Context: an optimization exercise on an open-source flow, tuned for small area and a short achievable clock period. The choices shown serve that exercise and are no tape-out recipe. The RTL was checked by simulation tests, not by an equivalence proof against the original design. No activity file was given, so power comes from the tool's default toggle rates.

## v14
// SIMD
module SIMD(clk,rst,opcode,funct3,funct7,rd_data1,rd_data2,rd_data3,w_add,immed,instrc_add,wr_add,wr_data);
input clk;
input rst;
input [6:0] opcode;
input [2:0] funct3;
input [6:0] funct7;
input [15:0] rd_data1;
input [15:0] rd_data2;
input [15:0] rd_data3;
input [4:0] w_add;
input [11:0] immed;
output [6:0] instrc_add;
output [4:0] wr_add;
output [15:0] wr_data;
wire alu = (opcode == 7'b0111011);
wire mac = (opcode == 7'b1001011);
wire shl = (opcode == 7'b0100011) | (opcode == 7'b1010011);
wire shr = (opcode == 7'b1100011);
wire m16 = (funct3 == 3'b001);
wire m8  = (funct3 == 3'b010);
wire m4  = (funct3 == 3'b100);
wire op_add  = alu & (funct7 == 7'b0000000);
wire op_sub  = alu & (funct7 == 7'b0100000);
wire op_mul  = alu & (funct7 == 7'b1000001);
wire op_mulh = alu & (funct7 == 7'b1000010);
wire op_madd  = mac & (funct7[1:0] == 2'b01);
wire op_maddh = mac & (funct7[1:0] == 2'b10);
wire op_and = alu & (funct7 == 7'b0001000);
wire op_or  = alu & (funct7 == 7'b0010000);
wire op_xor = alu & (funct7 == 7'b0011000);
wire op_not = alu & (funct7 == 7'b0110000);
wire lov = op_add | op_sub | op_mul | op_madd;    
wire hiv = op_mulh | op_maddh;                    
wire [15:0] imm = {{4{immed[10]}}, immed};
wire [3:0] k = imm[3:0];
wire shz = |imm[15:4];                            
wire k0 = (k == 4'd0);
wire lg = op_and | op_or | op_xor | op_not;
wire sel_lo16 = lg | (m16 & lov) | (shl & ~shz) | (shr & k0 & ~shz);
wire sel_hi16 = (m16 & hiv) | (shr & ~k0 & ~shz);
wire ar = opcode[3];                   
wire bmul = opcode[6] | funct7[6];     
wire blog = funct7[4] | funct7[3];     
wire addsub = ar & ~bmul & ~blog;
wire sub = addsub & funct7[5];
wire sgn = ar & ~opcode[6] & funct7[6] & funct7[1];    
wire s4 = sgn & funct3[2];
wire s8 = sgn & funct3[1];
wire s16 = sgn & funct3[0];
wire i_16 = s16;
wire i_4 = s4;
wire i_4_8 = s4 | s8;
wire i_4_8_16 = s4 | s8 | s16;
wire i_8 = s8;
wire i_8_16 = s8 | s16;
wire u0 = sub;
wire u8 = sub & funct3[2];
wire u16 = sub & ~funct3[0];
wire [15:0] a = rd_data1;
wire [15:0] kd = 16'h0001 << k;
wire shsel_l = ~ar & ~(opcode[6] & opcode[5]);
wire shsel_r = ~ar & opcode[6] & opcode[5];
  ...
Size in the first run: about 67 flip-flops.
clock: 10.6 ns
lec_check: 0
cap_margin: 20
core_margin: 2
core_utilization: 60
cts_buf_list: sky130_fd_sc_hd__clkbuf_8
setup_slack_margin: 4
slew_margin: 20
synth_hierarchical: 1
synth_minimum_keep_size: 0
standard.sh (not shown) runs the stock make flow with config.mk's settings and CLKGATE_MAP_FILE= SYNTH_SCRIPT=/design/flow/synth_recipe.tcl, a recipe that flattens the netlist after the stock synthesis.
==> flow/flow/run.sh <==
#!/bin/bash
# The standard layout with two changes after synthesis (which is the
# standard one, unchanged): the port buffers that placement inserts start as
# buf_1 instead of the default delay buffer, and the resizer may swap a cell
# for one of another footprint.
set -e
bash standard.sh synth > synth.log 2>&1
export BUFFER_PORTS_ARGS="-buffer_cell sky130_fd_sc_hd__buf_1"
bash standard.sh MATCH_CELL_FOOTPRINT=0 finish > layout.log 2>&1
--- input diff v14..v51 ---
- a change of SETUP_SLACK_MARGIN from 4 to 4.25
==> comparison <==
In the tables for v51 and v14, data-path buffer share of cell area in the final layout reads higher with v51. v14 → v51: combinational cell fraction of total power fell 0.7 points, number of iterations in the first detailed-routing pass grew by 1, met2 usage in global routing increased 1.5 points, total stage count of the critical path up 1, sequential share of layout area went down 0.53 points. v51 ended up with a higher non-clock buffer count than v14 did.
Input-level comparison between v54 and v51:
- SETUP_SLACK_MARGIN now 4, was 4.25
- CTS_BUF_LIST now sky130_fd_sc_hd__clkbuf_4 sky130_fd_sc_hd__clkbuf_8, was sky130_fd_sc_hd__clkbuf_8
==> comparison <==
| met2 track demand over resource | lower: v54 |
| net switching fraction of the power | lower: v51 |
Re number of clock buffer instances in the layout: v51 was lower than v54.
Every stage of the flow completed for v54, and the final layout passed the timing, design-rule and antenna checks.
Initial core utilization delta (v54 -> v51): insignificant
When the final numbers for v54 and v51 were put side by side, the post-CTS repair timing setup buffer count turned out to be smaller in v54.
What v23 does differently from v54 at the input level:
- a change of CTS_BUF_LIST from sky130_fd_sc_hd__clkbuf_4 sky130_fd_sc_hd__clkbuf_8 to sky130_fd_sc_hd__clkbuf_8 sky130_fd_sc_hd__clkbuf_16
[summary]
- v23 | stages: all done | timing, DRC, antenna: all pass
- ~same global-route wire length before repair in v54 and v23
- The slew at the pin closest to its max-slew limit number comes out lower for v54 vs v23.
- Power share of the clock group | v23 above v54
- v23 vs v54 on final wirelength: v23 is the higher one.
- When v23 is measured against v54, its clock network contribution to total cell area turns out 0.73 points higher.
- Total via count in the routed design: v23 vs v54 up 1.5%
- Of v54 and v23, the run reporting the higher fmax was v23.
- [compare] base=v54 new=v23: logic depth of the worst path, buffers included moved up; post-route worst setup slack moved up; critical-path maximum fanout has decreased.

[port drivers added, routing unchanged]
Ports are ideal in the flow. The routed layouts listed here were re-timed in OpenROAD.
Step 1 sets driving cells, clkbuf_16 on the clock port and buf_2 on the other inputs (assumed; they add their load-dependent delay and slew).
Step 2 moves the port delays by t, midway between the first and last clock arrival at a register: inputs arrive t later, outputs are due t later. That takes back most of the time a late clock gives input paths.
a / b / c = ideal ports / drivers / drivers and shift; a / b = the first two.
run | t, ns | slack for setup (ns) | cell pins on the clock port's net
v14 | 0.413 | 4.046 / 4.072 / 3.658 | 1
v51 | 0.405 | 4.291 / 4.320 / 3.915 | 1
v54 | 0.413 | 4.046 / 4.072 / 3.658 | 1
v23 | 0.391 | 4.085 / 4.118 / 3.727 | 1
After both steps setup and hold are still met in every run listed.
